This design comes from an exercise in tuning for a short achievable clock period and few clock cycles on the open sky130 flow, not from production work. The RTL was checked by simulation tests, not by an equivalence proof against the original design. Power is estimated from default activity; no workload was simulated.

==> run a <==
==> flow/design.v <==
module mips (
    input clock,
    input reset,
    output [31:0] imem_addr,
    input  [31:0] imem_data,
    output [7:0]  dmem_addr,
    output [31:0] dmem_wdata,
    output        dmem_we,
    output        dmem_byte,
    input  [31:0] dmem_rdata
);
    reg [31:0] pc;
    reg        d_valid;
    reg [31:0] d_ir;
    reg [31:0] d_pc4;
    reg        e_valid_wr;    
    reg        e_load;
    reg        e_store;
    reg        e_byte;
    reg        e_branch;      
    reg [4:0]  e_rd;
    reg [2:0]  e_sel;         
    reg [31:0] e_a;
    reg [31:0] e_b;
    reg [31:0] e_sd;          
    reg        e_fwd_a, e_fwd_b, e_fwd_sd;
    reg [31:0] e_target;
    reg        m_wr;
    reg        m_load;
    reg        m_store;
    reg        m_byte;
    reg [4:0]  m_rd;
    reg [31:0] m_res;
    reg [31:0] m_sd;
    reg        w_wr;
    reg [4:0]  w_rd;
    reg [31:0] w_data;
    reg [31:0] registers [0:31];
    assign imem_addr = pc;
    wire [31:0] pc_plus4 = pc + 32'd4;
    wire        f_jump = &imem_data[31:29];
    wire [31:0] f_jtarget = {6'b000000, imem_data[25:0]};
    wire [5:0] op = d_ir[31:26];
    wire [4:0] rs = d_ir[25:21];
    wire [4:0] rt = d_ir[20:16];
    wire [4:0] rd = d_ir[15:11];
    wire [31:0] simm = {{16{d_ir[15]}}, d_ir[15:0]};
    wire dc_rtype  = (op == 6'b000000);
    wire dc_jump   = op[5] & op[4] & op[3];
    wire dc_branch = op[5] & op[1] & op[0] & ~dc_jump;
    wire dc_move   = (op == 6'b100000);
    wire dc_store  = (op[5:1] == 5'b01000);
    wire dc_load   = (op[5:1] == 5'b00100);
    wire dc_byte   = (op == 6'b001001) | (op == 6'b010001);
    wire dc_regwr  = ~(dc_store | dc_jump | (op[5] & op[1] & op[0]));
    wire dc_useimm = ~dc_rtype & ~(op[5] & op[1] & op[0]);
    wire [2:0] P;
    assign P[0] = op[3] | op[4] | (op[0] ^ op[1]) | dc_rtype;
    assign P[1] = op[5] | (~op[2] & op[1] & op[0]) | dc_rtype;
    assign P[2] = ~op[2] | op[1];
    wire       fn_sel = &P;
    wire [2:0] C = fn_sel ? {d_ir[1], ~d_ir[2] & d_ir[1] & d_ir[0], d_ir[1] ^ d_ir[0]} : P;
    wire d_static_taken = d_valid & dc_branch & (rs == rt) & C[2] & ~(~C[1] & C[0]);
    wire [31:0] d_target = d_pc4 + {simm[29:0], 2'b00};
    wire [4:0] dst = dc_rtype ? rd : rt;
    wire uses_rs = ~d_static_taken;
    wire uses_rt = dc_rtype | dc_branch | dc_store;
    wire        e_wr_now = e_valid_wr;
    wire a_hit_e = e_wr_now & (e_rd == rs);
    wire a_hit_m = m_wr & (m_rd == rs);
    wire a_hit_w = w_wr & (w_rd == rs);
    wire b_hit_e = e_wr_now & (e_rd == rt);
    wire b_hit_m = m_wr & (m_rd == rt);
    wire b_hit_w = w_wr & (w_rd == rt);
    wire [31:0] rf_a = registers[rs];
    wire [31:0] rf_b = registers[rt];
    wire [31:0] va = a_hit_m ? m_res : a_hit_w ? w_data : rf_a;
    wire [31:0] vb = b_hit_m ? m_res : b_hit_w ? w_data : rf_b;
    wire a_wait = a_hit_e ? e_load : (a_hit_m & m_load);
    wire b_wait = b_hit_e ? e_load : (b_hit_m & m_load);
    wire stall = d_valid & ((uses_rs & a_wait) | (uses_rt & b_wait));
    wire [31:0] a  = e_fwd_a  ? m_res : e_a;
    wire [31:0] b  = e_fwd_b  ? m_res : e_b;
    wire [31:0] sd = e_fwd_sd ? m_res : e_sd;
    wire [31:0] sum  = a + b;
    wire [31:0] diff = a - b;
    wire        ltu  = a < b;
    reg  [31:0] alu;
    always @(*) begin
        case (e_sel)
            3'b000: alu = a & b;
            3'b001: alu = a | b;
            3'b010: alu = a ^ b;
            3'b011: alu = ~(a | b);
            3'b100: alu = {31'd0, ltu};
            3'b101: alu = sum;
            default: alu = diff;
        endcase
    end
    wire z_and = ~|(a & sd);
    wire z_or  = ~|(a | sd);
    wire z_add = ~|((a ^ sd) ^ {(a[30:0] | sd[30:0]), 1'b0});
    wire z_sub = (a == sd);
    wire z_lt  = ~(a < sd);
    reg  cond;
    always @(*) begin
        case (e_sel)
            3'b000: cond = z_and;
            3'b001: cond = z_or;
            3'b100: cond = z_lt;
            3'b101: cond = z_add;
            default: cond = z_sub;
        endcase
    end
    wire e_redirect = e_branch & cond;
    assign dmem_addr  = m_res[7:0];
    assign dmem_wdata = m_sd;
    assign dmem_we    = m_store;
    assign dmem_byte  = m_byte;
    wire [31:0] mem_data = m_byte ? {24'b0, dmem_rdata[7:0]} : dmem_rdata;
    wire d_go = d_valid & ~stall & ~e_redirect;
    always @(posedge clock) begin
        if (reset)
            pc <= 32'd0;
        else if (e_redirect)
            pc <= e_target;
        else if (d_static_taken)
            pc <= d_target;
        else if (stall)
            pc <= pc;
        else if (f_jump)
            pc <= f_jtarget;
        else
            pc <= pc_plus4;
        if (reset)
            d_valid <= 1'b0;
        else if (e_redirect | d_static_taken)
            d_valid <= 1'b0;
        else if (~stall)
            d_valid <= ~f_jump;
        if (~stall) begin
            d_ir  <= imem_data;
            d_pc4 <= pc_plus4;
        end
        if (reset) begin
            e_valid_wr <= 1'b0;
            e_load     <= 1'b0;
            e_store    <= 1'b0;
            e_branch   <= 1'b0;
        end else begin
            e_valid_wr <= d_go & dc_regwr;
            e_load     <= d_go & dc_load;
            e_store    <= d_go & dc_store;
            e_branch   <= d_go & dc_branch & ~d_static_taken;
        end
        e_byte   <= dc_byte;
        e_rd     <= dst;
        e_sel    <= dc_move ? 3'b001 : C;
        e_a      <= va;
        e_b      <= dc_move ? 32'd0 : dc_useimm ? simm : vb;
        e_sd     <= vb;
        e_fwd_a  <= a_hit_e;
        e_fwd_b  <= b_hit_e & ~dc_useimm;
        e_fwd_sd <= b_hit_e;
        e_target <= d_target;
        if (reset) begin
            m_wr    <= 1'b0;
            m_load  <= 1'b0;
            m_store <= 1'b0;
        end else begin
            m_wr    <= e_valid_wr;
            m_load  <= e_load;
            m_store <= e_store;
        end
        m_byte <= e_byte;
        m_rd   <= e_rd;
        m_res  <= alu;
        m_sd   <= sd;
        if (reset)
            w_wr <= 1'b0;
        else
            w_wr <= m_wr;
        w_rd   <= m_rd;
        w_data <= m_load ? mem_data : m_res;
        if (w_wr)
            registers[w_rd] <= w_data;
    end
endmodule
==> flow/run.sh <==
#!/bin/bash
# synth_recipe.tcl (not shown) runs the flow's synth.tcl, then flattens the netlist and writes it again
# the make line also repeats each setting of config.mk as NAME=value (left out here)
make -C /OpenROAD-flow-scripts/flow DESIGN_CONFIG=/design/flow/config.mk WORK_HOME=/design/flow/orfs CLKGATE_MAP_FILE= SYNTH_SCRIPT=/design/flow/synth_recipe.tcl finish
==> flow/config.mk <==
export PLATFORM = sky130hd
export DESIGN_NAME = mips
export DESIGN_NICKNAME = mips
export VERILOG_FILES = /design/flow/design.v
export SDC_FILE = /design/flow/constraint.sdc
export NUM_CORES = 4
export LEC_CHECK = 0
export CAP_MARGIN = 20
export CORE_MARGIN = 2
export CORE_UTILIZATION = 40
export SLEW_MARGIN = 20
==> flow/constraint.sdc <==
create_clock -name core_clock -period 11.0 [get_ports {clock}]
set_input_delay 2.2000 -clock core_clock [delete_from_list [all_inputs] [get_ports {clock}]]
set_output_delay 2.2000 -clock core_clock [all_outputs]
set_load 0.01 [all_outputs]
==> inputs of run b, as changes to run a <==
==> flow/flow/run.sh (new file) <==
#!/bin/bash
export SETUP_SLACK_MARGIN=7.6
bash standard.sh > standard.log 2>&1
==> flow/standard.sh (new file) <==
#!/bin/bash
# synth_recipe.tcl (not shown) runs the flow's synth.tcl, then flattens the netlist and writes it again
# the make line also repeats each setting of config.mk as NAME=value (left out here)
make -C /OpenROAD-flow-scripts/flow DESIGN_CONFIG=/design/flow/config.mk WORK_HOME=/design/flow/orfs CLKGATE_MAP_FILE= SYNTH_SCRIPT=/design/flow/synth_recipe.tcl "${@:-finish}"
--- a/flow/config.mk
+++ b/flow/config.mk
@@ -7,2 +7,3 @@
 export LEC_CHECK = 0
+export ABC_CLOCK_PERIOD_IN_PS = 3000
 export CAP_MARGIN = 20
removed: flow/run.sh
==> out/qor.txt <==
CP startpoint: e_fwd_a
met3 Use GR: 0.0368
cell repeated most along the worst path: o21ai_0
Int Pwr: 9.83 mW
uppermost layer routed: met5
vias in the first global route: 43200
status: no timing/DRC/antenna violations
worst vdd ir: 180 µV
Clock Power: 4.99 mW
Inserted Clock Buffers: 148
worst path bufs/invs: 2
met2 wire len: 102000 µm
final worst-path cycle share: 0.511
Signal buffers: 232
Setup Fix Bufs, Post-CTS: 0
Source of the figures above: run a

==> out/qor.txt <==
Inserted Clock Buffers: 153
Slowest-stage cell, CP: or4_1
Signal buffers: 440
Tightest Hold Check Type: reg2reg
met3 WL: 19200 µm
Lkg Pwr: 28.8 nW
final worst-path cycle share: 0.337
CP startpoint: e_fwd_sd
met3 Use GR: 0.0444
uppermost layer routed: met4
Setup Fix Bufs, Post-CTS: 120
status: no timing/DRC/antenna violations
worst path bufs/invs: 6
Clock Skew: 0.0435 ns
worst vdd ir: 164 µV
Int Pwr: 10.4 mW
vias in the first global route: 44000
Source of the figures above: run b

Testbench counts of run a, summed over its fixed seeds: cycles 40,346.
Testbench counts of run b, summed over its fixed seeds: cycles 40,346.

## port drivers added, routing unchanged
The results above use ideal ports. As a check the final layouts listed here were re-extracted and re-timed, cells and wires unchanged. Step 1 assumes that a clkbuf_16 drives the clock port and a buf_2 every other input. Step 2 times the ports against the registers' clock, not the clock port: input delays grow and output delays shrink by t, the midpoint of the rising clock arrivals with the driver on. Three values: no drivers, after step 1, after step 2; two values: the first two.
run	t, ns	slack for setup (ns)	worst setup path at the end	slew at the worst register clock pin (ns)	worst data-port slew with drivers (ns)
run a	0.861	5.382 / 5.382 / 5.382	register to register	0.07 / 0.07	0.09
run b	0.885	7.289 / 7.289 / 6.764	input to register	0.07 / 0.07	0.05
After both steps every run listed still meets setup and hold. The setup slack of run b, which loses most, moves by 0.000 ns with the drivers and by -0.525 ns with both steps.
